This is an optimization exercise on Yosys and OpenROAD, whose aim is small area, not a production implementation. Only simulation tests tie the RTL to the original design; equivalence was not proved. No run shown here takes its clock network from TritonCTS; it comes from the design's own scripts or RTL. The flow treats the clock pin as an ideal source. Dropping or thinning the clock tree relies on that and would not hold on a real chip. Power is estimated from default activity; no workload was simulated.

$ cat flow/flow/clkbuf.txt
sky130_fd_sc_hd__clkbuf_4 4
$ cat flow/design.v
module musec(input clk, input rb, output buzzer, output [7:0] segs, output [3:0] bits);
	reg [16:0] dc;
	reg [1:0] lt;
	wire dz = dc[15:0] == 16'd0;
	wire dtick = dz & ~dc[16];
	always @(posedge clk) begin
		dc <= {dc[15:0], dc[16] ^ dc[13] ^ dz};
		lt <= lt ^ {lt[0] & dtick, dtick};
	end
	assign segs = {~lt[1] & lt[0], lt[1] | lt[0], lt[1] ^ lt[0], 3'b000, ~lt[1] | lt[0], 1'b1};
	assign bits = {lt[1] | lt[0], lt[1] | ~lt[0], ~lt[1] | lt[0], ~lt[1] | ~lt[0]};
	reg st;             
	reg buzz;
	reg [5:0] cur;
	reg stop;
	reg [13:0] tc;      
	reg [4:0] hc;       
	assign buzzer = buzz;
	wire c_lo = ~cur[5] & ~(cur[4] & cur[3]);          
	wire c_hi = ~cur[5] & cur[4] & cur[3];             
	wire c32 = cur[5] & ~cur[0];                       
	wire tlong = c32 | (c_lo & ~cur[1] & ~cur[0]);
	wire tone_lo = c_lo & cur[0];
	wire tone_hi = c_hi & ~cur[0];
	wire t1 = (tone_lo & ~cur[4] & ~cur[3]) | (tone_hi & cur[2] & cur[1]);
	wire t2 = (tone_lo & ~cur[4] & cur[3]) | (tone_hi & cur[2] & ~cur[1]);
	wire t3 = (tone_lo & cur[4] & ~cur[3]) | (tone_hi & ~cur[2] & cur[1]);
	wire t4 = tone_hi & ~cur[2] & ~cur[1];
	wire rest = ~(tlong | tone_lo | tone_hi);
	wire [13:0] ltv = ({14{tlong}} & 14'd9318) | ({14{(t1 | rest)}} & 14'd887) | ({14{t2}} & 14'd12669) | ({14{t3}} & 14'd9237) | ({14{t4}} & 14'd2874);
	wire [4:0] lh = ({5{tlong}} & 5'd12) | ({5{t1}} & 5'd26) | ({5{t2}} & 5'd26) | ({5{t3}} & 5'd29) | ({5{t4}} & 5'd14) | ({5{rest}} & 5'd3);
	wire ev = tc == 14'd10676;
	wire fin = buzz & hc == 5'd1;
	wire done = fin & ((tlong & tc == 14'd3799) | ((t1 | rest) & tc == 14'd13078) | (t2 & tc == 14'd14665) | (t3 & tc == 14'd2519) | (t4 & tc == 14'd16055));
	always @(posedge clk) begin
		if (st | ev) tc <= ltv;
		else tc <= {tc[12:0], tc[13] ^ tc[12]};
		if (st) hc <= lh;
		else if (ev & buzz) hc <= {hc[3:0], hc[4] ^ hc[2]};
	end
	always @(posedge clk or posedge rb) begin
		if (rb) begin
			st <= 1'b1;
			buzz <= 1'b1;
			cur <= 6'd0;
			stop <= 1'b0;
		end else if (st) begin
			st <= 1'b0;
			buzz <= 1'b0;
		end else begin
			if (rest) buzz <= 1'b1;
			else if (ev) buzz <= ~buzz;
			if (done) begin
				st <= 1'b1;
				if (~cur[5] & (&cur[4:0]) & ~stop) begin
					cur <= 6'd1;
					stop <= 1'b1;
				end else if (~(cur[5] & cur[0]))
					cur <= cur ^ {&cur[4:0], &cur[3:0], &cur[2:0], &cur[1:0], cur[0], 1'b1};
			end
		end
	end
endmodule
$ cat flow/flow/run.sh
#!/bin/bash
# Standard synthesis, then an area-oriented re-mapping of its combinational logic
# (flip-flops untouched: same instances, names and cell types), then the standard flow's own
# standard layout steps from floorplan to finish.
set -euo pipefail
cd "$(dirname "$0")/.."
W=$PWD
R=$W/orfs/results/$FLOW_PLATFORM/musec/base
LIB=$FLOW_HOME/platforms/$FLOW_PLATFORM/lib/sky130_fd_sc_hd__tt_025C_1v80.lib

bash standard.sh synth > $W/1_standard_synth.log 2>&1

cp $R/1_2_yosys.v $W/1_2_yosys_standard.v
bash $W/flow/resyn.sh $W/1_2_yosys_standard.v $W/1_2_yosys_resyn.v $LIB ${NUM_CORES:-4} > $W/2_resyn.log 2>&1
# keep the standard synthesis's registers: same instance names and cell types
grep -oE 'sky130_fd_sc_hd__(df|edf|sdf)[a-z]+_[0-9]+ +[^ ]+' $W/1_2_yosys_standard.v | awk '{sub(/_[0-9]+$/,"",$1); print $1, $2}' | sort > $W/regs_standard.txt
grep -oE 'sky130_fd_sc_hd__(df|edf|sdf)[a-z]+_[0-9]+ +[^ ]+' $W/1_2_yosys_resyn.v | awk '{sub(/_[0-9]+$/,"",$1); print $1, $2}' | sort > $W/regs_resyn.txt
if cmp -s $W/regs_standard.txt $W/regs_resyn.txt; then
  cp $W/1_2_yosys_resyn.v $R/1_2_yosys.v
  rm -f $R/1_synth.odb $R/1_synth.sdc
else
  echo "resyn changed the registers; keeping the standard netlist" >> $W/2_resyn.log
fi

# CTS: the flip-flops (under 50) are split by position into a few groups, each driven
# by one clock buffer from the clock port (flow/mycts.tcl), in place of TritonCTS's
# tree. The rest of ORFS's cts step (legalisation, timing repair) is unchanged.
read CLKBUF NGROUPS < <(grep -v '^#' $W/flow/clkbuf.txt | head -1)
rm -rf $W/scripts
cp -r $FLOW_HOME/scripts $W/scripts
python3 - $W/scripts/cts.tcl "$W/flow/mycts.tcl" "$CLKBUF" "$NGROUPS" <<'PY'
import sys
p, tcl, buf, n = sys.argv[1:5]
s = open(p).read()
old = 'log_cmd clock_tree_synthesis {*}$cts_args'
assert old in s
s = s.replace(old, f"source {tcl}\nlog_cmd my_small_cts {buf} {n}")
open(p, 'w').write(s)
PY
# extra make settings for the layout steps, one per line
mapfile -t KNOBS < <(grep -v '^#' $W/flow/knobs.txt | grep .)
bash standard.sh "${KNOBS[@]}" SCRIPTS_DIR=$W/scripts finish > $W/3_layout.log 2>&1
$ cat flow/flow/knobs.txt
# port buffers: the smallest buffer
BUFFER_PORTS_ARGS=-buffer_cell sky130_fd_sc_hd__buf_1
# one level of clock buffers, no dummy loads
$ cat flow/flow/mycts.tcl
# Clock buffering in place of TritonCTS: the flip-flops are split into groups by
# position, and each group gets one clock buffer, placed at its centroid, driven
# straight from the clock port.
proc my_small_cts { buf ngroups } {
  set block [ord::get_db_block]
  set sinks {}
  foreach p [get_pins -of_objects [get_nets clk]] {
    if { [get_property $p direction] != "input" } { continue }
    set inst [sta::sta_to_db_inst [get_cells -of_objects $p]]
    set box [$inst getBBox]
    set x [expr { ([$box xMin] + [$box xMax]) / 2 }]
    set y [expr { ([$box yMin] + [$box yMax]) / 2 }]
    lappend sinks [list $x $y $p]
  }
  set n [llength $sinks]
  # split along the longer side of the sinks' bounding box, recursively
  set groups [list $sinks]
  while { [llength $groups] < $ngroups } {
    set big [lindex [lsort -command {apply {{a b} {expr {[llength $b] - [llength $a]}}}} $groups] 0]
    set i [lsearch -exact $groups $big]
    set xs {}; set ys {}
    foreach s $big { lappend xs [lindex $s 0]; lappend ys [lindex $s 1] }
    set xs [lsort -integer $xs]; set ys [lsort -integer $ys]
    set k [expr { ([lindex $xs end] - [lindex $xs 0]) >= ([lindex $ys end] - [lindex $ys 0]) ? 0 : 1 }]
    set sorted [lsort -integer -index $k $big]
    set h [expr { [llength $sorted] / 2 }]
    set groups [lreplace $groups $i $i [lrange $sorted 0 [expr {$h - 1}]] [lrange $sorted $h end]]
  }
  set dbu [$block getDbUnitsPerMicron]
  set g 0
  foreach grp $groups {
    set sx 0; set sy 0; set pins {}
    foreach s $grp { incr sx [lindex $s 0]; incr sy [lindex $s 1]; lappend pins [lindex $s 2] }
    set cx [expr { double($sx) / [llength $grp] / $dbu }]
    set cy [expr { double($sy) / [llength $grp] / $dbu }]
    puts "clock buffer $g: [llength $grp] sinks at ($cx, $cy)"
    insert_buffer -buffer_cell $buf -net [get_nets clk] -load_pins $pins \
      -location [list $cx $cy] -buffer_name clkbuf_$g -net_name clk_$g
    incr g
  }
  set_propagated_clock [all_clocks]
}
$ cat flow/flow/eqcheck.sh
#!/bin/bash
# usage: eqcheck.sh a.v b.v liberty  -> exit 0 if the combinational logic between the
# flip-flops (paired by instance name) is equivalent
set -euo pipefail
A=$1; B=$2; LIB=$3; T=$(mktemp -d)
D=$(dirname "$0")
python3 $D/cutff.py $A $T/a.v; python3 $D/cutff.py $B $T/b.v
sed -i 's/^module musec(/module gold(/' $T/a.v; sed -i 's/^module musec(/module gate(/' $T/b.v
yosys -q -p "
read_liberty -ignore_miss_func $LIB;
setattr -mod -unset blackbox;
read_verilog $T/a.v; read_verilog $T/b.v;
hierarchy; flatten; opt_clean; check -assert;
miter -equiv -flatten -make_outputs gold gate miter;
hierarchy -top miter;
sat -verify -prove trigger 0 -show-ports -set-def-inputs miter
" > $T/log 2>&1 && { rm -rf $T; exit 0; }
tail -30 $T/log; exit 1
$ cat flow/flow/resyn.sh
#!/bin/bash
# usage: resyn.sh in.v out.v liberty [jobs]
# Re-maps the combinational logic of the standard synthesis's sky130hd netlist for area with
# several ABC scripts (some with ABC's randomised &deepsyn, each with a fixed seed); flip-flop
# cells stay as they are (same instances, names and cell types). Each result is checked
# against the input (eqcheck.sh: the logic between the flip-flops, paired by instance name,
# must be equivalent); the smallest that passes is kept, or the input itself if none does.
set -uo pipefail
IN=$1; OUT=$2; LIB=$3; JOBS=${4:-4}
D=$(cd "$(dirname "$0")" && pwd)
T=$(dirname "$OUT")/resyn_tmp; rm -rf $T; mkdir -p $T
R="strash;dc2;dch,-f;amap"
SCRIPTS=(
  "+$R"
  "+$R;$R"
  "+$R;$R;$R"
  "+strash;dc2;dch,-f;map,-a;$R"
  "+strash;&get,-n;&dch,-f;&nf,-a;&put;$R"
)
for seed in 1 2 3 4 5 6 7 8 9 10 11 12; do
  SCRIPTS+=("+strash;&get,-n;&deepsyn,-T,40,-S,$seed;&put;dch,-f;amap;$R")
done
DU="-dont_use *probe* -dont_use *lpflow* -dont_use *clkbuf* -dont_use *dly* -dont_use *clkinv* -dont_use *_ha_* -dont_use *_fa_* -dont_use *_fah* -dont_use *conb* -dont_use *_df* -dont_use *_edf* -dont_use *_sdf* -dont_use *_dl* -dont_use *_sdl* -dont_use *ebuf* -dont_use *einv*"
one() {
  local i=$1 s=$2
  yosys -l $T/y$i.log -q -p "
read_liberty -ignore_miss_func $LIB;
setattr -mod -unset blackbox;
setattr -mod -set blackbox 1 sky130_fd_sc_hd__df* sky130_fd_sc_hd__edf* sky130_fd_sc_hd__sdf* sky130_fd_sc_hd__conb_1;
read_verilog $IN;
hierarchy -top musec;
flatten;
opt -purge;
abc -liberty $LIB $DU -script $s;
opt_clean -purge;
hilomap -singleton -hicell sky130_fd_sc_hd__conb_1 HI -locell sky130_fd_sc_hd__conb_1 LO;
splitnets;
insbuf -buf sky130_fd_sc_hd__buf_4 A X;
opt_clean -purge;
tee -o $T/s$i.txt stat -liberty $LIB;
write_verilog -noattr -nohex -nodec $T/o$i.v
" > /dev/null 2>&1 || { echo "script $i ($s): yosys failed" > $T/r$i.txt; return; }
  local a=$(grep "Chip area" $T/s$i.txt | awk '{print $NF}')
  if grep -q "assign" $T/o$i.v; then echo "script $i ($s): area $a, not fully mapped" > $T/r$i.txt; return; fi
  if ! bash $D/eqcheck.sh $IN $T/o$i.v $LIB > $T/e$i.log 2>&1; then echo "script $i ($s): area $a, NOT equivalent" > $T/r$i.txt; return; fi
  echo "script $i ($s): area $a, equivalent" > $T/r$i.txt
  echo "$a $T/o$i.v" > $T/ok$i.txt
}
export -f one; export T IN LIB DU D
for i in "${!SCRIPTS[@]}"; do printf '%s\t%s\n' "$i" "${SCRIPTS[$i]}"; done | xargs -P $JOBS -d '\n' -I{} bash -c 'IFS=$'"'"'\t'"'"' read -r i s <<< "{}"; one "$i" "$s"'
cat $T/r*.txt
best=$(cat $T/ok*.txt 2>/dev/null | sort -g | head -1)
if [[ -n "$best" ]]; then
  echo "kept ${best#* }: area ${best%% *}"; cp ${best#* } $OUT
else
  echo "no script passed; keeping the input"; cp $IN $OUT
fi
$ cat flow/constraint.sdc
create_clock -name core_clock -period 10.0 [get_ports {clk}]
set_input_delay 2.0000 -clock core_clock [delete_from_list [all_inputs] [get_ports {clk}]]
set_output_delay 2.0000 -clock core_clock [all_outputs]
set_load 0.01 [all_outputs]
$ cat flow/flow/cutff.py
#!/usr/bin/env python3
# usage: cutff.py in.v out.v
# Turns each flip-flop instance of a flat sky130hd netlist into ports, so two netlists with
# the same flip-flops can be compared as combinational logic: its Q (or Q_N) becomes an
# input port q_<n>, every other pin but CLK becomes an output port <pin>_<n>.
import re, sys
src = re.sub(r'\(\*.*?\*\)', '', open(sys.argv[1]).read(), flags=re.S)
m = re.search(r'module\s+(\w+)\s*\((.*?)\);', src, re.S)
ports = [p.strip() for p in m.group(2).split(',') if p.strip()]
newports, decls, assigns = [], [], []
idx = 0
def repl(mm):
    global idx
    typ, name, body = mm.group(1), mm.group(2), mm.group(3)
    if not re.match(r'sky130_fd_sc_hd__(df|edf|sdf)', typ):
        return mm.group(0)
    pins = re.findall(r'\.(\w+)\(([^()]*)\)', body)
    key = re.sub(r'\W', '_', name)
    for p, n in pins:
        n = n.strip()
        if p == 'CLK' or not n:
            continue
        pn = f'{p.lower()}_{key}'
        newports.append(pn)
        if p in ('Q', 'Q_N'):
            decls.append(f'  input {pn};')
            assigns.append(f'  assign {n} = {pn} ;')
        else:
            decls.append(f'  output {pn};')
            assigns.append(f'  assign {pn} = {n} ;')
    return ''
body = re.sub(r'\n\s*(sky130_fd_sc_hd__\w+)\s+(\S+)\s*\((.*?)\);', repl, src, flags=re.S)
body = body.replace(m.group(0), f'module {m.group(1)}({", ".join(ports + newports)});' + '\n' + '\n'.join(decls), 1)
body = body.replace('endmodule', '\n'.join(assigns) + '\nendmodule')
open(sys.argv[2], 'w').write(body)
$ cat flow/config.mk
export PLATFORM = sky130hd
export DESIGN_NAME = musec
export DESIGN_NICKNAME = musec
export VERILOG_FILES = /design/flow/design.v
export SDC_FILE = /design/flow/constraint.sdc
export NUM_CORES = 4
export LEC_CHECK = 0
export CAP_MARGIN = 20
export CORE_MARGIN = 2
export CORE_UTILIZATION = 65
export SLEW_MARGIN = 20
$ cat flow/standard.sh
#!/bin/bash
# synth_recipe.tcl (not shown) runs the flow's synth.tcl, then flattens the netlist and writes it again
# the make line also repeats each setting of config.mk as NAME=value (left out here)
make -C /OpenROAD-flow-scripts/flow DESIGN_CONFIG=/design/flow/config.mk WORK_HOME=/design/flow/orfs CLKGATE_MAP_FILE= SYNTH_SCRIPT=/design/flow/synth_recipe.tcl "${@:-finish}"
==> impl_metrics.ini, run 1 <==
[status]
status = finished clean

[detailed_routing]
finalWirelength_mm = 3.17
drc = 0
vias_per_cell = 5.91
drtIter0Drc = 46
wire_per_inst_um = 13.8
vias = 1359
ant_nets = 0
firstDrtPassIters = 4

[critical_path]
path_common_cell = nor2_1
path_class = register to register
worst-path-max-fanout = 5
crit_path_max_incr_delay_ps = 430
required_ps = 10100
start_kind = register
worst_path_max_delay_cell = dfrtp_1
path_cells = nand2_1 > a31oi_1 > o21ai_0 > inv_1 > or2_0 > nand2b_1 > nor4_1 > nor2_1 > nor3_1 > nand3_1 > nor2_1 > nand2_1 > nor2_1 > inv_1 > o21ai_0
worst-path-buf-inv = 2
end_kind = register
critPathArrivalTime_ps = 3250
cp_top_family = simple AND/OR/NAND/NOR gates

[power]
post-layout-total-power_mw = 0.255
power_density_nw_per_um2 = 140
peakVddDrop_uv = 159
cellLeakagePower_nw = 0.736

[final_layout]
layout-drive-gt1-share_pct = 3.00
nets = 204
finalNonFillerCells = 230
n_fill_cell = 191
layout_commonest_cell = dfxtp_1
antenna_cells = 0
layout_common_cells = dfxtp_1 (33), inv_1 (27), nor2_1 (20), nand2_1 (17), o21ai_0 (11)
area_growth_pct = 3.85

[grt]
grt_pass1_vias = 1306
grt_max_degree = 14
grt_pass1_wl_mm = 5.80
antenna_found_initial = 0
grt_overflow_total = 0
grt_usage_pct = 22.2

[cts]
cts_setup_buffers = 0
ctsHoldBuffers = 0
cts_resized = 0
clk_latency_ps = 170
clkTransAtPathRegs_ps = 120

[floorplanning]
start_util_pct = 69.6
die_width_um = 56.0
fp-row-count = 18
ios = 15
dieArea_um2 = 3130
design.core.area_um2 = 2520
die_y_um = 56.0

[job]
drv_cap = 0

[place]
placed_cells = 226
routabilityCongestion = 0.976
dp_hpwl_mm = 2.42
port_buffers = 10

[sta]
post-route-min-period_ps = 3150
final.setup.tns_ps = 0
setup_viol = 0
finClkSkew_ps = 10.3
timing.fmax_mhz = 318
worst_slew_pin_slew_ps = 592
timing.slew.headroom_pct = 60.1
finalHoldViolCount = 0
fin_hold_ws_ps = 354
period_share_pct = 31.5
rsz0062_at_grt = false
final_max_slew_viol_count = 0

[synth]
syn_avg_cell_area_um2 = 9.25
netlist_instances = 190
synth_area_um2 = 1760
yosys_warnings = 1

[worst_hold_path]
hold_class = register to register
power by group:
group | leakage (nW) | total [mW] | switching [mW] | internal, mW
clock | 0.0184 | 0.0631 | 0.0439 | 0.0193
sequential | 0.432 | 0.190 | 0 | 0.190
combinational | 0.286 | 0.00152 | 0.00141 | 0.000116
total | 0.736 | 0.255 | 0.0453 | 0.210
layer usage:
metal	vias to the layer above	share of wire (%)	global-route usage [%]
met3	12	6.2	1.16
met2	72	48	39.0
li1	660	-	-
met1	615	43	30.6
met4	0	3.2	4.76
met5	-	0	0
metrics by stage:
stage / utilization (%) / instance area [um2] / worst slack [ps]
final: 72.3 / 1820 / 6850
after detailed placement: 71.1 / 1790 / 6930
after CTS: 72.3 / 1820 / 6870
after global placement: 71.1 / 1790 / 7010
after floorplan: - / 1760 / 7280
after global routing: 72.3 / 1820 / 6350
worst paths after layout:
check / startpoint / end / slack, ps / cells past startpoint
max: cur[3] / cur[5] / 6850 / 15
min: dc[4] / dc[5] / 350 / 0
max reg2reg: cur[3] / cur[5] / 6850 / 15
min reg2reg: dc[4] / dc[5] / 350 / 0
max in group asynchronous: rb / st / 7960 / 2
min in group asynchronous: rb / cur[3] / 1740 / 2
state kept, by name (all words and copies together), names as in the netlist:
signal	cells
hc	5
cur	6
buzz	1
dc	17
stop	1
tc	14
st	1
lt	2
worst reg2reg max path: stages, from the launching register on:
cell and delay, ps:
dfrtp_1 430, nand2_1 120, a31oi_1 140, o21ai_0 200
inv_1 160, or2_0 310, nand2b_1 230, nor4_1 280
nor2_1 80, nor3_1 320, nand3_1 170, nor2_1 190
nand2_1 100, nor2_1 160, inv_1 80, o21ai_0 130
cell type report, without the clock buffers:
type	instances	area [um2]	share of cell area, %
multi-input combinational	112	579	31.8
timing repair buffer	10	37.5	2.06
inverter	27	101	5.56
sequential	47	1040	56.9
tap	30	37.5	2.06
==> inputs of run 2 (changes only) <==
--- a/flow/design.v
+++ b/flow/design.v
@@ -28,14 +28,13 @@
 	wire t4 = tone_hi & ~cur[2] & ~cur[1];
 	wire rest = ~(tlong | tone_lo | tone_hi);
-	wire [13:0] ltv = ({14{tlong}} & 14'd9318) | ({14{(t1 | rest)}} & 14'd887) | ({14{t2}} & 14'd12669) | ({14{t3}} & 14'd9237) | ({14{t4}} & 14'd2874);
+	wire [13:0] ltv = ({14{tlong}} & 14'd13793) | ({14{(t1 | rest)}} & 14'd5625) | ({14{t2}} & 14'd10223) | ({14{t3}} & 14'd13271) | ({14{t4}} & 14'd971);
 	wire [4:0] lh = ({5{tlong}} & 5'd12) | ({5{t1}} & 5'd26) | ({5{t2}} & 5'd26) | ({5{t3}} & 5'd29) | ({5{t4}} & 5'd14) | ({5{rest}} & 5'd3);
-	wire ev = tc == 14'd10676;
+	wire ev = tc == 14'd11713;
 	wire fin = buzz & hc == 5'd1;
-	wire done = fin & ((tlong & tc == 14'd3799) | ((t1 | rest) & tc == 14'd13078) | (t2 & tc == 14'd14665) | (t3 & tc == 14'd2519) | (t4 & tc == 14'd16055));
+	wire done = fin & ((tlong & tc == 14'd7188) | ((t1 | rest) & tc == 14'd5752) | (t2 & tc == 14'd10179) | (t3 & tc == 14'd16308) | (t4 & tc == 14'd2158));
 	always @(posedge clk) begin
 		if (st | ev) tc <= ltv;
 		else tc <= {tc[12:0], tc[13] ^ tc[12]};
-		if (st) hc <= lh;
-		else if (ev & buzz) hc <= {hc[3:0], hc[4] ^ hc[2]};
+		hc <= ({5{st}} & lh) | ({5{~st & ev & buzz}} & {hc[3:0], hc[4] ^ hc[2]}) | ({5{~st & ~(ev & buzz)}} & hc);
 	end
 	always @(posedge clk or posedge rb) begin
--- a/flow/flow/run.sh
+++ b/flow/flow/run.sh
@@ -12,5 +12,12 @@
 
 cp $R/1_2_yosys.v $W/1_2_yosys_standard.v
-bash $W/flow/resyn.sh $W/1_2_yosys_standard.v $W/1_2_yosys_resyn.v $LIB ${NUM_CORES:-4} > $W/2_resyn.log 2>&1
+bash $W/flow/resyn.sh $W/1_2_yosys_standard.v $W/1_2_yosys_resyn0.v $LIB ${NUM_CORES:-4} > $W/2_resyn.log 2>&1
+# one tie cell for all constants
+python3 $W/flow/merge_conb.py $W/1_2_yosys_resyn0.v $W/1_2_yosys_resyn1.v
+if bash $W/flow/eqcheck.sh $W/1_2_yosys_standard.v $W/1_2_yosys_resyn1.v $LIB >> $W/2_resyn.log 2>&1; then
+  cp $W/1_2_yosys_resyn1.v $W/1_2_yosys_resyn.v
+else
+  cp $W/1_2_yosys_resyn0.v $W/1_2_yosys_resyn.v
+fi
 # keep the standard synthesis's registers: same instance names and cell types
 grep -oE 'sky130_fd_sc_hd__(df|edf|sdf)[a-z]+_[0-9]+ +[^ ]+' $W/1_2_yosys_standard.v | awk '{sub(/_[0-9]+$/,"",$1); print $1, $2}' | sort > $W/regs_standard.txt
==> flow/flow/clkbuf.txt (replaced) <==
sky130_fd_sc_hd__clkbuf_8 3
==> flow/flow/knobs.txt (replaced) <==
# port buffers: the smallest buffer
BUFFER_PORTS_ARGS=-buffer_cell sky130_fd_sc_hd__buf_1
# keep the single tie cell (constant outputs are not buffered either way)
SKIP_REPAIR_TIE_FANOUT=1
==> flow/flow/merge_conb.py (new file) <==
#!/usr/bin/env python3
# usage: merge_conb.py in.v out.v
# Drives every constant of the netlist from a single sky130hd conb_1 cell (its HI and LO
# outputs), in place of one cell per constant.
import re, sys
v = open(sys.argv[1]).read()
cells = list(re.finditer(r'\n(\s*)sky130_fd_sc_hd__conb_1\s+(\S+)\s*\((.*?)\);', v, re.S))
hi, lo = [], []
for m in cells:
    for p, n in re.findall(r'\.(\w+)\(([^()]*)\)', m.group(3)):
        if n.strip():
            (hi if p == 'HI' else lo).append(n.strip())
if len(cells) > 1 and len(hi) <= 1 and len(lo) <= 1:
    first = cells[0]
    pins = []
    if hi: pins.append(f'.HI({hi[0]} )')
    if lo: pins.append(f'.LO({lo[0]} )')
    new = f'\n{first.group(1)}sky130_fd_sc_hd__conb_1 {first.group(2)} (' + ', '.join(pins) + ');'
    out = []
    last = 0
    for i, m in enumerate(cells):
        out.append(v[last:m.start()])
        if i == 0: out.append(new)
        last = m.end()
    out.append(v[last:])
    v = ''.join(out)
open(sys.argv[2], 'w').write(v)
--- a/flow/flow/mycts.tcl
+++ b/flow/flow/mycts.tcl
@@ -1,2 +1,15 @@
+proc my_split { sinks k } {
+  if { $k <= 1 } { return [list $sinks] }
+  set xs {}; set ys {}
+  foreach s $sinks { lappend xs [lindex $s 0]; lappend ys [lindex $s 1] }
+  set xs [lsort -integer $xs]; set ys [lsort -integer $ys]
+  set axis [expr { ([lindex $xs end] - [lindex $xs 0]) >= ([lindex $ys end] - [lindex $ys 0]) ? 0 : 1 }]
+  set sorted [lsort -integer -index $axis $sinks]
+  set k1 [expr { $k / 2 }]
+  set cut [expr { ([llength $sorted] * $k1 + $k / 2) / $k }]
+  return [concat [my_split [lrange $sorted 0 [expr {$cut - 1}]] $k1] \
+    [my_split [lrange $sorted $cut end] [expr {$k - $k1}]]]
+}
+
 # Clock buffering in place of TritonCTS: the flip-flops are split into groups by
 # position, and each group gets one clock buffer, placed at its centroid, driven
@@ -14,17 +27,7 @@
   }
   set n [llength $sinks]
-  # split along the longer side of the sinks' bounding box, recursively
-  set groups [list $sinks]
-  while { [llength $groups] < $ngroups } {
-    set big [lindex [lsort -command {apply {{a b} {expr {[llength $b] - [llength $a]}}}} $groups] 0]
-    set i [lsearch -exact $groups $big]
-    set xs {}; set ys {}
-    foreach s $big { lappend xs [lindex $s 0]; lappend ys [lindex $s 1] }
-    set xs [lsort -integer $xs]; set ys [lsort -integer $ys]
-    set k [expr { ([lindex $xs end] - [lindex $xs 0]) >= ([lindex $ys end] - [lindex $ys 0]) ? 0 : 1 }]
-    set sorted [lsort -integer -index $k $big]
-    set h [expr { [llength $sorted] / 2 }]
-    set groups [lreplace $groups $i $i [lrange $sorted 0 [expr {$h - 1}]] [lrange $sorted $h end]]
-  }
+  # recursive bisection along the longer side of each part's bounding box, into parts of
+  # near-equal size
+  set groups [my_split $sinks $ngroups]
   set dbu [$block getDbUnitsPerMicron]
   set g 0
--- a/flow/config.mk
+++ b/flow/config.mk
@@ -8,4 +8,4 @@
 export CAP_MARGIN = 20
 export CORE_MARGIN = 2
-export CORE_UTILIZATION = 65
+export CORE_UTILIZATION = 40
 export SLEW_MARGIN = 20
==> run 2 against run 1 <==
Clock power increased by 16%. Sequential power is essentially flat. Largest cell class unchanged. Worst hold slack hardly changed. Via count is 4.5% lower. Global-route usage is 8.4 points lower. Design area is 0.34% lower. Routed wire length grew 2.0%. Power up 2.7%. First-iteration DRC count up 52%. Utilization shrank 28 points.
==> impl_metrics.ini, run 2 <==
[final_layout]
nets = 203
area_growth_pct = 5.60
fin_area_um2 = 1820
reg_top3 = dc (17), tc (14), cur (6)
layout_common_cells = dfxtp_1 (38), inv_1 (27), nor2_1 (25), nand2_1 (20), buf_1 (10)
antenna_cells = 0
largest_reg_flops = 17
layout-drive-gt1-share_pct = 2.53
n_fill_cell = 406
layout_commonest_cell = dfxtp_1
regMostFlops = dc

[grt]
grt_pass1_wl_mm = 5.89
grt_pass1_vias = 1372
grt_overflow_total = 0
grt_max_degree = 17
grt_usage_pct = 13.8
antenna_found_initial = 0

[place]
routabilityCongestion = 0.826
placed_area_um2 = 1780
port_buffers = 10
dp_hpwl_mm = 2.50

[sta]
finClkSkew_ps = 12.0
fin_hold_ws_ps = 353
final_max_slew_viol_count = 0
setup_viol = 0
worst_slew_pin_slew_ps = 642
timing.fmax_mhz = 322
finalHoldViolCount = 0
rsz0062_at_grt = false
timing.slew.headroom_pct = 56.6
period_share_pct = 31.1
final.setup.tns_ps = 0
post-route-min-period_ps = 3110

[detailed_routing]
drc = 0
ant_nets = 0
drtIter0Drc = 70
wire_per_inst_um = 13.0
vias_per_cell = 5.23
finalWirelength_mm = 3.23
firstDrtPassIters = 4
vias = 1298

[cts]
cts_setup_buffers = 0
clkTransAtPathRegs_ps = 100
ctsHoldBuffers = 0
cts_resized = 0
clk_latency_ps = 160

[floorplanning]
die_y_um = 69.6
die_width_um = 69.6
dieArea_um2 = 4840
fp-row-count = 23
ios = 15
start_util_pct = 42.4
design.core.area_um2 = 4060

[critical_path]
end_kind = register
path_class = register to register
worst-path-max-fanout = 4
critPathArrivalTime_ps = 3210
start_kind = register
required_ps = 10100

[synth]
synth_area_um2 = 1720
syn_avg_cell_area_um2 = 9.01
yosys_warnings = 1
netlist_instances = 191

[power]
cellLeakagePower_nw = 0.700
peakVddDrop_uv = 97.1
post-layout-total-power_mw = 0.262
power_density_nw_per_um2 = 144

[status]
status = finished clean

[job]
drv_cap = 0

[worst_hold_path]
hold_class = register to register
[run 2: cell types whose count changed in the layout (fill, tap and decap cells not counted), moves of 3 or more]
cell and delta:
dfxtp_1 +5, edfxtp_1 -5, nor2_1 +5, clkbuf_4 -4, nor3_1 -4, clkbuf_8 +3
conb_1 -3, nand2_1 +3, o221ai_1 +3, o22ai_1 -3
[run 2: per-stage QoR]
stage / instances / utilization [%] / setup WS (ps)
floorplan: 191 / - / 7140
global placement: 245 / 43.8 / 7070
detailed placement: 245 / 43.8 / 6970
CTS: 248 / 44.8 / 6950
global route: 248 / 44.8 / 6520
finish: 248 / 44.8 / 6890
[run 2: cell type report, without the clock buffers]
class	count	area (um2)	area share, %
inverters	27	101	5.57
well taps	50	62.6	3.44
multi-input cells	111	587	32.3
flip-flops and latches	47	988	54.4
repair buffers	10	37.5	2.06
[run 2: layer usage]
metal	wire (um)	up-vias	GRT usage, %
met3	137	6	1.02
met1	1460	599	17.9
met5	0	-	0
li1	-	659	-
met2	1580	34	24.9
met4	60	0	3.49
[run 2: worst paths after layout]
kind / from / slack [ps] / to / cells past startpoint
min in group asynchronous: rb / 1760 / cur[0] / 2
setup / recovery: cur[4] / 6890 / cur[0] / 17
setup reg to reg: cur[4] / 6890 / cur[0] / 17
hold reg to reg: dc[12] / 350 / dc[13] / 0
max in group asynchronous: rb / 7940 / buzz / 2
hold / removal: dc[12] / 350 / dc[13] / 0
[run 2: where the power goes]
part           leakage (nW)  total (mW)  switching [mW]  internal, mW
clock                0.0216      0.0729          0.0452        0.0278
sequential            0.426       0.188               0         0.188
combinational         0.252     0.00151         0.00140      0.000115
total                 0.700       0.262          0.0466         0.215
[run 2: worst max-delay path: stages, from the launching register on]
cell,delay [ps]
dfrtp_1,410
nand2_1,110
nor2_1,60
nand2_1,90
o22ai_1,150
nor2_1,210
a32oi_1,70
or3_1,330
a21oi_1,140
a31oi_1,110
nor4_1,380
nand3_1,190
nor2_1,190
nand2_1,120
nor2_1,160
inv_1,90
nor2_1,100
o22a_1,140
==> inputs of run 3 (changes only) <==
--- a/flow/flow/run.sh
+++ b/flow/flow/run.sh
@@ -12,5 +12,5 @@
 
 cp $R/1_2_yosys.v $W/1_2_yosys_standard.v
-bash $W/flow/resyn.sh $W/1_2_yosys_standard.v $W/1_2_yosys_resyn0.v $LIB ${NUM_CORES:-4} > $W/2_resyn.log 2>&1
+bash $W/flow/resyn_iter.sh $W/1_2_yosys_standard.v $W/1_2_yosys_resyn0.v $LIB ${NUM_CORES:-4} > $W/2_resyn.log 2>&1
 # one tie cell for all constants
 python3 $W/flow/merge_conb.py $W/1_2_yosys_resyn0.v $W/1_2_yosys_resyn1.v
--- a/flow/flow/resyn.sh
+++ b/flow/flow/resyn.sh
@@ -1,13 +1,14 @@
 #!/bin/bash
-# usage: resyn.sh in.v out.v liberty [jobs]
+# usage: resyn.sh in.v out.v liberty [jobs] [ref.v]
 # Re-maps the combinational logic of the standard synthesis's sky130hd netlist for area with
 # several ABC scripts (some with ABC's randomised &deepsyn, each with a fixed seed); flip-flop
 # cells stay as they are (same instances, names and cell types). Each result is checked
 # against the input (eqcheck.sh: the logic between the flip-flops, paired by instance name,
-# must be equivalent); the smallest that passes is kept, or the input itself if none does.
+# must be equivalent to ref.v, by default the input); the smallest that passes is kept, or the
+# input itself if none does.
 set -uo pipefail
-IN=$1; OUT=$2; LIB=$3; JOBS=${4:-4}
+IN=$1; OUT=$2; LIB=$3; JOBS=${4:-4}; REF=${5:-$1}
 D=$(cd "$(dirname "$0")" && pwd)
-T=$(dirname "$OUT")/resyn_tmp; rm -rf $T; mkdir -p $T
+T=${OUT%.v}_tmp; rm -rf $T; mkdir -p $T
 R="strash;dc2;dch,-f;amap"
 SCRIPTS=(
@@ -43,9 +44,9 @@
   local a=$(grep "Chip area" $T/s$i.txt | awk '{print $NF}')
   if grep -q "assign" $T/o$i.v; then echo "script $i ($s): area $a, not fully mapped" > $T/r$i.txt; return; fi
-  if ! bash $D/eqcheck.sh $IN $T/o$i.v $LIB > $T/e$i.log 2>&1; then echo "script $i ($s): area $a, NOT equivalent" > $T/r$i.txt; return; fi
+  if ! bash $D/eqcheck.sh $REF $T/o$i.v $LIB > $T/e$i.log 2>&1; then echo "script $i ($s): area $a, NOT equivalent" > $T/r$i.txt; return; fi
   echo "script $i ($s): area $a, equivalent" > $T/r$i.txt
   echo "$a $T/o$i.v" > $T/ok$i.txt
 }
-export -f one; export T IN LIB DU D
+export -f one; export T IN LIB DU D REF
 for i in "${!SCRIPTS[@]}"; do printf '%s\t%s\n' "$i" "${SCRIPTS[$i]}"; done | xargs -P $JOBS -d '\n' -I{} bash -c 'IFS=$'"'"'\t'"'"' read -r i s <<< "{}"; one "$i" "$s"'
 cat $T/r*.txt
==> flow/flow/resyn_iter.sh (new file) <==
#!/bin/bash
set -uo pipefail
IN=$1; OUT=$2; LIB=$3; JOBS=${4:-4}
D=$(cd "$(dirname "$0")" && pwd)
W=$(dirname "$OUT")
cur=$IN; cura=1e9
for r in 1 2 3 4; do
  bash $D/resyn.sh $cur $W/resyn_round$r.v $LIB $JOBS $IN > $W/resyn_round$r.log 2>&1
  a=$(grep "^kept" $W/resyn_round$r.log | awk '{print $NF}')
  echo "round $r: ${a:-none}"
  [[ -z "$a" ]] && break
  if python3 -c "import sys; sys.exit(0 if $a < $cura - 1 else 1)"; then cur=$W/resyn_round$r.v; cura=$a; else break; fi
done
echo "kept $cur: area $cura"
cp $cur $OUT
==> run 3 against run 2 <==
Critical path depth decreased by 12. Register-to-register slack better by 140 ps. Utilization fell by 0.34 points. Highest routed layer unchanged. Largest cell class unchanged.
==> impl_metrics.ini, run 3 <==
[power]
cellLeakagePower_nw = 0.734
power_density_nw_per_um2 = 146
post-layout-total-power_mw = 0.263
peakVddDrop_uv = 91.8

[place]
placed_cells = 244
routabilityCongestion = 0.850
dpl_worst_slack_ps = 7140
port_buffers = 10
placed_area_um2 = 1760
dp_hpwl_mm = 2.38

[critical_path]
start_kind = register
worst-path-stages = 5
crit_end = segs[5]
end_kind = output port
reg2reg_slack_ps = 7030
cp-startpoint = lt[1]
worst-path-buf-inv = 3
rr_worst_depth = 13
worst_path_max_delay_cell = dfxtp_1
crit_path_max_incr_delay_ps = 390
cp_top_family = flip-flops
r2r_end = cur[0]
worst-path-max-fanout = 4
path_class = register to output port
timing.rr.start = cur[5]
path_cells = inv_1 > nand2_1 > nand2_1 > inv_1 > buf_1
required_ps = 8000
critPathArrivalTime_ps = 990

[worst_hold_path]
hold_class = register to register

[final_layout]
regMostFlops = dc
area_growth_pct = 5.64
layout-drive-gt1-share_pct = 2.54
finalNonFillerCells = 247
final_util_pct = 44.5
antenna_cells = 0
largest_reg_flops = 17
fin_area_um2 = 1800
layout_common_cells = dfxtp_1 (38), inv_1 (27), nor2_1 (22), nand2_1 (16)
layout_commonest_cell = dfxtp_1
reg_top3 = dc (17), tc (14), cur (6)
nets = 202

[sta]
setup_slack_ps = 7010
finalHoldViolCount = 0
setup_viol = 0
fin_hold_ws_ps = 354
final_max_slew_viol_count = 0
post-route-min-period_ps = 2990
timing.slew.headroom_pct = 67.0
timing.fmax_mhz = 334
worst_slew_pin_slew_ps = 491
final.setup.tns_ps = 0
finClkSkew_ps = 15.0
rsz0062_at_grt = false
period_share_pct = 29.9

[grt]
grt_overflow_total = 0
grt_max_degree = 17
grt_pass1_wl_mm = 5.18
grt_pass1_vias = 1167
antenna_found_initial = 0
grt_usage_pct = 12.5

[job]
drv_cap = 0

[synth]
yosys_warnings = 1
netlist_instances = 190
synth_area_um2 = 1710
syn_avg_cell_area_um2 = 8.99

[cts]
clkTransAtPathRegs_ps = 90
cts_setup_buffers = 0
ctsHoldBuffers = 0
clk_latency_ps = 160
cts_resized = 0

[detailed_routing]
vias = 1294
finalWirelength_mm = 3.13
firstDrtPassIters = 5
drc = 0
drtIter0Drc = 64
wire_per_inst_um = 12.7
ant_nets = 0
vias_per_cell = 5.24

[floorplanning]
design.core.area_um2 = 4060
die_width_um = 69.3
dieArea_um2 = 4810
ios = 15
die_y_um = 69.3
fp-row-count = 23
start_util_pct = 42.1

[status]
status = finished clean
==> run 3: per-layer routing <==
layer	share of wire, %	GRT usage [%]	up-vias
li1	-	-	659
met1	49	18.0	591
met3	4.5	0.727	4
met4	1.2	1.96	0
met2	45	20.9	40
met5	0	0	-
==> run 3: final cells by class, without the clock buffers <==
type | count | area (um2)
flip-flops and latches | 47 | 988
multi-input cells | 110 | 573
well taps | 50 | 62.6
repair buffers | 10 | 37.5
inverters | 27 | 101
fillers | 391 | 2250
==> run 3: worst min-delay path by stage <==
stage	from	to	cells after the start
floorplan	dc[12]	dc[13]	0
detailed placement	dc[1]	dc[2]	0
global route	dc[10]	dc[11]	0
CTS	dc[1]	dc[2]	0
global placement	dc[0]	dc[1]	0
finish	dc[10]	dc[11]	0
==> run 3: power breakdown <==
part | internal [mW] | total, mW | switching (mW)
clock | 0.0278 | 0.0735 | 0.0457
combinational | 0.000116 | 0.00148 | 0.00137
sequential | 0.188 | 0.188 | 0
total | 0.215 | 0.263 | 0.0470
==> inputs of run 4 (changes only) <==
--- a/flow/flow/resyn.sh
+++ b/flow/flow/resyn.sh
@@ -12,4 +12,5 @@
 T=${OUT%.v}_tmp; rm -rf $T; mkdir -p $T
 R="strash;dc2;dch,-f;amap"
+SEEDS=${SEEDS:-"1 2 3 4 5 6 7 8 9 10 11 12"}
 SCRIPTS=(
   "+$R"
@@ -19,5 +20,5 @@
   "+strash;&get,-n;&dch,-f;&nf,-a;&put;$R"
 )
-for seed in 1 2 3 4 5 6 7 8 9 10 11 12; do
+for seed in $SEEDS; do
   SCRIPTS+=("+strash;&get,-n;&deepsyn,-T,40,-S,$seed;&put;dch,-f;amap;$R")
 done
==> flow/flow/resyn_iter.sh (replaced) <==
#!/bin/bash
# usage: resyn_iter.sh in.v out.v liberty [jobs]
# Runs resyn.sh five times: first on the standard netlist, then each time on the smallest result
# so far, each round with its own &deepsyn seeds; every round's result is checked against the
# standard netlist.
set -uo pipefail
IN=$1; OUT=$2; LIB=$3; JOBS=${4:-4}
D=$(cd "$(dirname "$0")" && pwd)
W=$(dirname "$OUT")
cur=$IN; cura=1e9
for r in 1 2 3 4 5; do
  SEEDS="$(seq -s ' ' $((r * 100 + 1)) $((r * 100 + 16)))" bash $D/resyn.sh $cur $W/resyn_round$r.v $LIB $JOBS $IN > $W/resyn_round$r.log 2>&1
  a=$(grep "^kept" $W/resyn_round$r.log | awk '{print $NF}')
  echo "round $r: ${a:-none}"
  [[ -z "$a" ]] && break
  if python3 -c "import sys; sys.exit(0 if $a < $cura - 0.5 else 1)"; then cur=$W/resyn_round$r.v; cura=$a; fi
done
echo "kept $cur: area $cura"
cp $cur $OUT
==> run 4 against run 3 <==
Still clean. Synthesized cell count increased by 1.6%. Design area rose by 0.35%. Cell count is 1.2% higher. Die area increased by 0.33%. Register-to-register slack got worse by 140 ps. Worst hold slack about the same. Sequential power about the same. Clock power is 1% lower. Flip-flop and latch count did not move. Maximum frequency down 3.7%. First-iteration DRC count rose to 2.5 times the previous value. Critical path depth up 9. Critical path type is now register to register. Largest power group unchanged. Highest routed layer unchanged.
==> impl_metrics.ini, run 4 <==
[critical_path]
path_class = register to register
required_ps = 10100
critPathArrivalTime_ps = 3210
worst-path-max-fanout = 5
start_kind = register
end_kind = register

[grt]
antenna_found_initial = 0
grt_overflow_total = 0
grt_pass1_vias = 1217
grt_usage_pct = 12.5
grt_max_degree = 17
grt_pass1_wl_mm = 5.20

[floorplanning]
start_util_pct = 42.2
ios = 15
dieArea_um2 = 4820
die_y_um = 69.5
die_width_um = 69.5
fp-row-count = 23
design.core.area_um2 = 4060

[status]
status = finished clean

[detailed_routing]
drc = 0
vias_per_cell = 5.21
wire_per_inst_um = 12.3
firstDrtPassIters = 4
ant_nets = 0
finalWirelength_mm = 3.07
drtIter0Drc = 160
vias = 1303

[final_layout]
reg_top3 = dc (17), tc (14), cur (6)
fin_area_um2 = 1810
regMostFlops = dc
largest_reg_flops = 17
nets = 205
layout_common_cells = dfxtp_1 (38), inv_1 (28), nor2_1 (20), nand2_1 (18)
layout_commonest_cell = dfxtp_1
antenna_cells = 0
multiInputGateArea_um2 = 576
area_growth_pct = 5.62
layout-drive-gt1-share_pct = 2.50
regArea_um2 = 988
n_fill_cell = 389

[sta]
worst_slew_pin_slew_ps = 593
finalHoldViolCount = 0
timing.fmax_mhz = 322
rsz0062_at_grt = false
final_max_slew_viol_count = 0
period_share_pct = 31.1
setup_viol = 0
post-route-min-period_ps = 3110
finClkSkew_ps = 15.4
timing.slew.headroom_pct = 60.1
final.setup.tns_ps = 0

[cts]
clkTransAtPathRegs_ps = 100
cts_setup_buffers = 0
cts_resized = 0
ctsHoldBuffers = 0
clk_latency_ps = 160

[synth]
yosys_warnings = 1
syn_avg_cell_area_um2 = 8.88
synth_area_um2 = 1710
netlist_instances = 193

[place]
dp_hpwl_mm = 2.33
port_buffers = 10
routabilityCongestion = 0.907
placed_area_um2 = 1770

[power]
peakVddDrop_uv = 92.3
power_density_nw_per_um2 = 145
cellLeakagePower_nw = 0.730

[job]
drv_cap = 0

[worst_hold_path]
hold_class = register to register
run 4: area by class of cell, without the clock buffers:
type                       count  area share, %
sequential                    47           54.6
multi-input combinational    112           31.8
inverter                      28           5.81
tap                           50           3.46
timing repair buffer          10           2.07
run 4: stage by stage:
step	setup WS [ps]	hold WS [ps]	util (%)	instances	power [mW]
global route	6540	367	44.6	250	0.272
floorplan	7250	331	-	193	0.194
global placement	7030	334	43.6	247	0.193
detailed placement	6940	339	43.6	247	0.193
CTS	6890	356	44.6	250	0.265
finish	6890	355	44.6	250	0.262
run 4: where the power goes:
part | total [mW] | switching (mW) | internal [mW] | leakage [nW]
clock network | 0.0728 | 0.0451 | 0.0278 | 0.0216
logic | 0.00148 | 0.00136 | 0.000116 | 0.278
registers | 0.188 | 0 | 0.188 | 0.431
run 4: worst paths after layout:
path / from / end / slack, ps / depth (start not counted)
min in group asynchronous: rb / cur[0] / 1740 / 2
worst max-delay path: cur[5] / cur[0] / 6890 / 14
worst min-delay path: dc[9] / dc[10] / 350 / 0
worst min register to register: dc[9] / dc[10] / 350 / 0
max in group asynchronous: rb / st / 7960 / 2
worst max register to register: cur[5] / cur[0] / 6890 / 14
run 4: critical path: stages, from the launching register on:
cell	delay (ps)
dfrtp_1	390
inv_1	130
nand3_1	90
o21ai_0	100
nand3_1	170
nor2_1	260
a21oi_1	90
or4_1	400
a311oi_1	470
nand3_1	220
nor3_1	340
nand2_1	130
inv_1	90
a21oi_1	70
nor2_1	80
run 4: metal layers:
| metal | part of all wire (%) | vias to the layer above | wire length, um | track usage, % |
|---|---|---|---|---|
| met5 | 0 | - | 0 | 0 |
| met4 | 2.6 | 0 | 81 | 3.27 |
| met3 | 4.0 | 11 | 122 | 0.872 |
| met2 | 45 | 32 | 1370 | 21.6 |
| met1 | 49 | 599 | 1500 | 16.8 |
| li1 | - | 661 | - | - |
==> inputs of run 5 (changes only) <==
--- a/flow/design.v
+++ b/flow/design.v
@@ -29,12 +29,11 @@
 	wire rest = ~(tlong | tone_lo | tone_hi);
 	wire [13:0] ltv = ({14{tlong}} & 14'd13793) | ({14{(t1 | rest)}} & 14'd5625) | ({14{t2}} & 14'd10223) | ({14{t3}} & 14'd13271) | ({14{t4}} & 14'd971);
-	wire [4:0] lh = ({5{tlong}} & 5'd12) | ({5{t1}} & 5'd26) | ({5{t2}} & 5'd26) | ({5{t3}} & 5'd29) | ({5{t4}} & 5'd14) | ({5{rest}} & 5'd3);
 	wire ev = tc == 14'd11713;
-	wire fin = buzz & hc == 5'd1;
+	wire fin = buzz & ((tlong & hc == 5'd14) | (t1 & hc == 5'd11) | (t2 & hc == 5'd11) | (t3 & hc == 5'd22) | (t4 & hc == 5'd12) | (rest & hc == 5'd31));
 	wire done = fin & ((tlong & tc == 14'd7188) | ((t1 | rest) & tc == 14'd5752) | (t2 & tc == 14'd10179) | (t3 & tc == 14'd16308) | (t4 & tc == 14'd2158));
 	always @(posedge clk) begin
 		if (st | ev) tc <= ltv;
 		else tc <= {tc[12:0], tc[13] ^ tc[12]};
-		hc <= ({5{st}} & lh) | ({5{~st & ev & buzz}} & {hc[3:0], hc[4] ^ hc[2]}) | ({5{~st & ~(ev & buzz)}} & hc);
+		hc <= ({5{st}} & 5'd1) | ({5{~st & ev & buzz}} & {hc[3:0], hc[4] ^ hc[2]}) | ({5{~st & ~(ev & buzz)}} & hc);
 	end
 	always @(posedge clk or posedge rb) begin
==> run 5 against run 4 <==
Setup slack improved by 33 ps. Sequential share of layout area rose by 0.80 points. Design area fell by 1.5%. Power rose by 0.31%. Sequential power barely moved. Maximum frequency rose by 1.1%. Clock power rose by 1%. Area after synthesis fell by 1.5%. Die area fell by 1.4%. Critical path type is now register to output port.
==> impl_metrics.ini, run 5 <==
[status]
status = finished clean

[cts]
cts_resized = 0
clk_latency_ps = 160
ctsHoldBuffers = 0
cts_setup_buffers = 0
clkTransAtPathRegs_ps = 90

[synth]
netlist_instances = 183
synth_area_um2 = 1690
yosys_warnings = 1
syn_avg_cell_area_um2 = 9.22

[sta]
post-route-min-period_ps = 3070
rsz0062_at_grt = false
final.setup.tns_ps = 0
finClkSkew_ps = 6.84
setup_slack_ps = 6930
final_max_slew_viol_count = 0
worst_slew_pin_slew_ps = 705
timing.slew.headroom_pct = 52.5
finalHoldViolCount = 0
timing.fmax_mhz = 325
setup_viol = 0
period_share_pct = 30.7

[place]
port_buffers = 10
routabilityCongestion = 0.863
dpl_worst_slack_ps = 7110
dp_hpwl_mm = 2.33

[floorplanning]
start_util_pct = 41.9
design.core.area_um2 = 4030
ios = 15
die_y_um = 69.0
die_width_um = 69.0
fp-row-count = 23
dieArea_um2 = 4760

[detailed_routing]
finalWirelength_mm = 2.99
vias = 1247
firstDrtPassIters = 4
ant_nets = 0
drc = 0
wire_per_inst_um = 12.4
drtIter0Drc = 60
vias_per_cell = 5.20

[power]
peakVddDrop_uv = 90.3
cellLeakagePower_nw = 0.733
power_density_nw_per_um2 = 147

[final_layout]
reg_top3 = dc (17), tc (14), cur (6)
largest_reg_flops = 17
nets = 195
layout_commonest_cell = dfxtp_1
layout_common_cells = dfxtp_1 (38), inv_1 (28), nor2_1 (19), a21oi_1 (12), o21ai_0 (11)
regMostFlops = dc
final_util_pct = 44.3
layout-drive-gt1-share_pct = 2.63
antenna_cells = 0
area_growth_pct = 5.71

[critical_path]
cp-startpoint = lt[0]
timing.rr.start = cur[4]
path_cells = inv_1 > nor2_1 > inv_1 > nand2_1 > buf_1
required_ps = 8000
path_class = register to output port
end_kind = output port
start_kind = register
path_common_cell = inv_1
worst_path_max_delay_cell = dfxtp_1
critPathArrivalTime_ps = 1070
worst-path-max-fanout = 4
crit_path_max_incr_delay_ps = 390

[job]
drv_cap = 0

[grt]
antenna_found_initial = 0
grt_usage_pct = 13.9
grt_overflow_total = 0
grt_pass1_vias = 1167
grt_max_degree = 17
grt_pass1_wl_mm = 5.18

[worst_hold_path]
hold_class = register to register
min_from = dc[6]
-- run 5: cell types whose count changed in the layout (fill, tap and decap cells not counted), moves of 2 or more --
cell	previous run	this run
nand2_1	18	9
o22ai_1	4	8
nand3_1	7	4
nand4_1	6	3
o211ai_1	0	3
nor4_1	7	5
o221ai_1	2	0
or2_0	3	5
-- run 5: area by class of cell, without the clock buffers --
class / instances / area (um2)
Timing Repair Buffer: 10 / 37.5
Inverter: 28 / 105
Multi-Input combinational cell: 102 / 549
Fill cell: 394 / 2240
Sequential cell: 47 / 988
Tap cell: 50 / 62.6
-- run 5: per-stage QoR --
| stage | cells | hold WS, ps | power (mW) | area [um2] |
|---|---|---|---|---|
| CTS | 240 | 354 | 0.265 | 1780 |
| global route | 240 | 362 | 0.272 | 1780 |
| detailed placement | 237 | 336 | 0.193 | 1740 |
| finish | 240 | 353 | 0.263 | 1780 |
| global placement | 237 | 338 | 0.193 | 1740 |
| floorplan | 183 | 331 | 0.194 | 1690 |
-- run 5: path summary, 6_finish.rpt --
| kind | endpoint | slack [ps] | cells after the start |
|---|---|---|---|
| worst max-delay path | segs[5] | 6930 | 5 |
| worst min-delay path | dc[7] | 350 | 0 |
| worst max register to register | cur[5] | 7030 | 12 |
| worst min register to register | dc[7] | 350 | 0 |
| max in group asynchronous | buzz | 7950 | 2 |
| min in group asynchronous | cur[1] | 1750 | 2 |
-- run 5: layer usage --
metal	up-vias	global-route usage, %	part of all wire [%]
met1	591	19.2	50
met4	0	1.47	0.97
met3	4	0.974	3.5
met5	-	0	0
li1	632	-	-
met2	20	24.6	46
-- run 5: power breakdown --
part / leakage (nW) / internal [mW] / switching (mW)
clock: 0.0216 / 0.0278 / 0.0458
combinational: 0.280 / 0.000116 / 0.00137
sequential: 0.432 / 0.188 / 0
total: 0.733 / 0.215 / 0.0472
-- run 5: worst max-delay path, delay by kind of cell (launching register included) --
kind          cells  cell delay, ps
simple gates      2             210
flops             1             390
buf+inv           3             330
==> inputs of run 6 (changes only) <==
--- a/flow/flow/resyn_iter.sh
+++ b/flow/flow/resyn_iter.sh
@@ -1,5 +1,5 @@
 #!/bin/bash
 # usage: resyn_iter.sh in.v out.v liberty [jobs]
-# Runs resyn.sh five times: first on the standard netlist, then each time on the smallest result
+# Runs resyn.sh seven times: first on the standard netlist, then each time on the smallest result
 # so far, each round with its own &deepsyn seeds; every round's result is checked against the
 # standard netlist.
@@ -9,5 +9,5 @@
 W=$(dirname "$OUT")
 cur=$IN; cura=1e9
-for r in 1 2 3 4 5; do
+for r in 1 2 3 4 5 6 7; do
   SEEDS="$(seq -s ' ' $((r * 100 + 1)) $((r * 100 + 16)))" bash $D/resyn.sh $cur $W/resyn_round$r.v $LIB $JOBS $IN > $W/resyn_round$r.log 2>&1
   a=$(grep "^kept" $W/resyn_round$r.log | awk '{print $NF}')
==> run 6 against run 5 <==
Sequential power about the same. Largest cell class unchanged. Cell count stayed put. Sequential share of layout area did not move. Utilization is the same. Via count is the same. Register-to-register slack barely moved. Area after synthesis unchanged. Still clean on timing, DRC and antenna.
==> impl_metrics.ini, run 6 <==
[final_layout]
area_growth_pct = 5.71
reg_top3 = dc (17), tc (14), cur (6)
layout-drive-gt1-share_pct = 2.63
multiInputGateArea_um2 = 549
regMostFlops = dc
antenna_cells = 0
n_fill_cell = 394
largest_reg_flops = 17
layout_common_cells = dfxtp_1 (38), inv_1 (28), nor2_1 (19), a21oi_1 (12), o21ai_0 (11)
nets = 195
regArea_um2 = 988
layout_commonest_cell = dfxtp_1

[sta]
fin_hold_ws_ps = 353
timing.slew.headroom_pct = 52.5
final_max_slew_viol_count = 0
timing.fmax_mhz = 325
post-route-min-period_ps = 3070
rsz0062_at_grt = false
final.setup.tns_ps = 0
period_share_pct = 30.7
setup_slack_ps = 6930
worst_slew_pin_slew_ps = 705
finalHoldViolCount = 0
setup_viol = 0
finClkSkew_ps = 6.84

[critical_path]
end_kind = output port
critPathArrivalTime_ps = 1070
start_kind = register
worst_path_max_delay_cell = dfxtp_1
path_common_cell = inv_1
worst-path-max-fanout = 4
reg2reg_slack_ps = 7030
cp-startpoint = lt[0]
required_ps = 8000
path_class = register to output port
path_cells = inv_1 > nor2_1 > inv_1 > nand2_1 > buf_1
crit_path_max_incr_delay_ps = 390
timing.rr.start = cur[4]

[power]
power_density_nw_per_um2 = 147
p_switching_mw = 0.0472
clockPowerShare_pct = 28.0
internal_power_mw = 0.215
seqPwrFrac_pct = 71.4
comb_power_share_pct = 0.6
cellLeakagePower_nw = 0.733
sw_frac_of_total_pct = 18.0
peakVddDrop_uv = 90.3

[detailed_routing]
vias = 1247
finalWirelength_mm = 2.99
drtIter0Drc = 60
ant_nets = 0
vias_per_cell = 5.20
wire_per_inst_um = 12.4
drc = 0
firstDrtPassIters = 4

[floorplanning]
start_util_pct = 41.9
fp-row-count = 23
die_width_um = 69.0
dieArea_um2 = 4760
ios = 15
die_y_um = 69.0
design.core.area_um2 = 4030

[grt]
antenna_found_initial = 0
grt_pass1_vias = 1167
grt_max_degree = 17
grt_overflow_total = 0
grt_usage_pct = 13.9
grt_pass1_wl_mm = 5.18

[synth]
syn_avg_cell_area_um2 = 9.22
netlist_instances = 183
synth_area_um2 = 1690
yosys_warnings = 1

[cts]
clkTransAtPathRegs_ps = 90
cts_resized = 0
clk_latency_ps = 160
ctsHoldBuffers = 0
cts_setup_buffers = 0

[place]
port_buffers = 10
routabilityCongestion = 0.863
dpl_worst_slack_ps = 7110
dp_hpwl_mm = 2.33

[status]
status = finished clean

[worst_hold_path]
hold_class = register to register
min_from = dc[6]

[job]
drv_cap = 0
run 6: area by class of cell, without the clock buffers:
class                      instances  share of cell area [%]
inverter                          28                    5.89
multi-input combinational        102                    30.8
sequential                        47                    55.4
tap                               50                    3.51
timing repair buffer              10                    2.10
run 6: per-layer routing:
metal	GRT usage (%)	share of wire, %	wire length [um]
met5	0	0	0
met4	1.47	0.97	29
met3	0.974	3.5	105
met2	24.6	46	1360
met1	19.2	50	1490
run 6: worst paths after layout:
path | to | depth (start not counted)
min in group asynchronous | cur[1] | 2
worst max-delay path | segs[5] | 5
worst min register to register | dc[7] | 0
worst min-delay path | dc[7] | 0
worst max register to register | cur[5] | 12
max in group asynchronous | buzz | 2
run 6: worst max-delay path: cells and delay by family (launching register included):
kind / cells / cell delay (ps)
simple gates: 2 / 210
buf+inv: 3 / 330
flops: 1 / 390
run 6: power by group through the flow:
| stage | Sequential, mW | Clock (mW) | Combinational (mW) |
|---|---|---|---|
| floorplan | 0.192 | 0 | 0.00237 |
| global placement | 0.192 | 0 | 0.00150 |
| detailed placement | 0.192 | 0 | 0.00153 |
| CTS | 0.188 | 0.0755 | 0.00154 |
| global route | 0.188 | 0.0821 | 0.00176 |
| finish | 0.188 | 0.0736 | 0.00148 |
run 6: per-stage QoR:
stage          cells  total power, mW  utilization, %  instance area, um2
4_1_cts          240            0.265            44.3                1780
5_1_grt          240            0.272            44.3                1780
3_5_place_dp     237            0.193            43.3                1740
3_3_place_gp     237            0.193            43.3                1740
2_1_floorplan    183            0.194               -                1690
6_report         240            0.263            44.3                1780
==> inputs of run 7 (changes only) <==
--- a/flow/design.v
+++ b/flow/design.v
@@ -13,12 +13,11 @@
 	reg buzz;
 	reg [5:0] cur;
-	reg stop;
+	reg stop;           
 	reg [13:0] tc;      
 	reg [4:0] hc;       
 	assign buzzer = buzz;
-	wire c_lo = ~cur[5] & ~(cur[4] & cur[3]);          
-	wire c_hi = ~cur[5] & cur[4] & cur[3];             
-	wire c32 = cur[5] & ~cur[0];                       
-	wire tlong = c32 | (c_lo & ~cur[1] & ~cur[0]);
+	wire c_lo = ~stop & ~(cur[4] & cur[3]);            
+	wire c_hi = ~stop & cur[4] & cur[3];               
+	wire tlong = c_lo & ~cur[1] & ~cur[0];
 	wire tone_lo = c_lo & cur[0];
 	wire tone_hi = c_hi & ~cur[0];
@@ -51,9 +50,6 @@
 			if (done) begin
 				st <= 1'b1;
-				if (~cur[5] & (&cur[4:0]) & ~stop) begin
-					cur <= 6'd1;
-					stop <= 1'b1;
-				end else if (~(cur[5] & cur[0]))
-					cur <= cur ^ {&cur[4:0], &cur[3:0], &cur[2:0], &cur[1:0], cur[0], 1'b1};
+				if (cur[5] & ~(|cur[4:0])) stop <= 1'b1;
+				cur <= {cur[5] | (&cur[4:0]), cur[4:1] ^ {&cur[3:0], &cur[2:0], &cur[1:0], cur[0]}, ~cur[0] | ((&cur[4:0]) & ~cur[5])};
 			end
 		end
==> run 7 against run 6 <==
Global-route usage down 0.93 points. Clock power up 1%. Via count up 1.8%. Critical path depth up 8. Design area up 0.42%. Sequential share of layout area down 0.23 points. Register-to-register slack worse by 820 ps. Clock skew up 3.1 ps. Sequential power about the same. Routed wire length up 5.6%. Setup slack worse by 710 ps. Critical path type is now register to register. Critical endpoint is now cur[0]. Largest power group unchanged.
==> impl_metrics.ini, run 7 <==
[final_layout]
layout-drive-gt1-share_pct = 2.63
layout_common_cells = dfxtp_1 (38), inv_1 (23), nor2_1 (19), nand2_1 (16), buf_1 (10)
antenna_cells = 0
layout_commonest_cell = dfxtp_1
nets = 195
regArea_um2 = 988
largest_reg_flops = 17
reg_top3 = dc (17), tc (14), cur (6)
area_growth_pct = 5.68
multiInputGateArea_um2 = 576
n_fill_cell = 397
regMostFlops = dc

[critical_path]
timing.rr.start = cur[0]
worst-path-max-fanout = 7
r2r_end = cur[0]
end_kind = register
crit_end = cur[0]
worst_path_max_delay_cell = a2111oi_0
rr_worst_depth = 13
path_class = register to register
required_ps = 10080
worst-path-buf-inv = 1
cp-startpoint = cur[0]
path_cells = nor2b_1 > a21o_1 > nor3_1 > o21ai_0 > nor3_1 > a41oi_1 > a2111oi_0 > nand2_1 > inv_1 > nand2_1 > nor2_1 > nand2_1 > o21ai_0
crit_path_max_incr_delay_ps = 850
reg2reg_slack_ps = 6210
path_common_cell = nand2_1
start_kind = register
critPathArrivalTime_ps = 3870
cp_top_family = simple AND/OR/NAND/NOR gates
worst-path-stages = 13

[detailed_routing]
wire_per_inst_um = 13.1
vias_per_cell = 5.29
ant_nets = 0
finalWirelength_mm = 3.15
firstDrtPassIters = 5
drtIter0Drc = 81
vias = 1270
drc = 0

[power]
power_density_nw_per_um2 = 147
cellLeakagePower_nw = 0.755
post-layout-total-power_mw = 0.263
peakVddDrop_uv = 93.9

[sta]
rsz0062_at_grt = false
post-route-min-period_ps = 3790
finClkSkew_ps = 9.97
finalHoldViolCount = 0
final.setup.tns_ps = 0
timing.fmax_mhz = 264
timing.slew.headroom_pct = 25.6
worst_slew_pin_slew_ps = 1090
period_share_pct = 37.9
setup_viol = 0
final_max_slew_viol_count = 0

[cts]
clkTransAtPathRegs_ps = 100
clk_latency_ps = 150
ctsHoldBuffers = 0
cts_setup_buffers = 0
cts_resized = 0

[worst_hold_path]
hold_class = register to register

[grt]
grt_usage_pct = 13.0
antenna_found_initial = 0
grt_pass1_vias = 1228
grt_pass1_wl_mm = 5.44
grt_max_degree = 17
grt_overflow_total = 0

[floorplanning]
die_y_um = 69.1
fp-row-count = 23
dieArea_um2 = 4780
ios = 15
die_width_um = 69.1
start_util_pct = 42.1
design.core.area_um2 = 4030

[job]
drv_cap = 0

[synth]
yosys_warnings = 1
syn_avg_cell_area_um2 = 9.26
synth_area_um2 = 1700
netlist_instances = 183

[place]
routabilityCongestion = 0.879
port_buffers = 10
dp_hpwl_mm = 2.36

[status]
status = finished clean
[run 7: layer usage]
layer	routed length, um	global-route usage, %	part of all wire, %	vias to the layer above
met4	60	3.05	1.9	0
met1	1480	18.1	47	592
li1	-	-	-	641
met5	0	0	0	-
met3	114	0.877	3.6	7
met2	1500	22.0	47	30
[run 7: worst min-delay path by stage]
stage	from	slack, ps	depth (start not counted)	endpoint
finish	dc[12]	350	0	dc[13]
global route	dc[5]	370	0	dc[6]
CTS	dc[12]	360	0	dc[13]
detailed placement	dc[2]	340	0	dc[3]
global placement	dc[7]	340	0	dc[8]
floorplan	dc[10]	330	0	dc[11]
[run 7: layout make-up, without the clock buffers]
type	count	share of cell area, %
flip-flops and latches	47	55.2
multi-input cells	107	32.1
inverters	23	4.82
well taps	50	3.49
repair buffers	10	2.09
[run 7: through the flow]
| stage | area (um2) | hold slack, ps | worst slack (ps) | cells | util [%] |
|---|---|---|---|---|---|
| 2_1_floorplan | 1700 | 331 | 7050 | 183 | - |
| 3_3_place_gp | 1750 | 338 | 6500 | 237 | 43.4 |
| 3_5_place_dp | 1750 | 338 | 6220 | 237 | 43.4 |
| 4_1_cts | 1790 | 357 | 6210 | 240 | 44.5 |
| 5_1_grt | 1790 | 366 | 5740 | 240 | 44.5 |
| 6_report | 1790 | 350 | 6210 | 240 | 44.5 |
[run 7: report_power, final]
| part | total (mW) | switching, mW | leakage (nW) | internal (mW) |
|---|---|---|---|---|
| Clock | 0.0744 | 0.0466 | 0.0216 | 0.0278 |
| Sequential | 0.188 | 0 | 0.427 | 0.188 |
| Combinational | 0.00145 | 0.00133 | 0.307 | 0.000116 |

[port drivers added, routing unchanged]
How much do the figures lean on ideal ports? The routed layouts below were timed once more, with nothing changed but the port constraints.
Step 1 sets driving cells, clkbuf_16 on the clock port and buf_2 on the other inputs (assumed; they add their load-dependent delay and slew).
Step 2 adds t to the input delays and takes it off the output delays; t is the mean of the earliest and latest rising clock arrival at the registers after step 1. Input paths then give back, and output paths get back, about the clock's delay inside the block.
a / b / c = no drivers / after step 1 / after step 2; a / b = the first two.
run	t (ns)	setup slack, ns	worst setup path after step 2
run 1	0.209	6.853 / 6.853 / 6.853	register to register
run 2	0.197	6.892 / 6.892 / 6.892	register to register
run 3	0.197	7.008 / 6.963 / 7.033	register to register
run 4	0.198	6.893 / 6.893 / 6.893	register to register
run 5	0.195	6.926 / 6.883 / 7.026	register to register
run 6	0.195	6.926 / 6.883 / 7.026	register to register
run 7	0.195	6.211 / 6.211 / 6.211	register to register
After both steps every run listed still meets setup and hold.
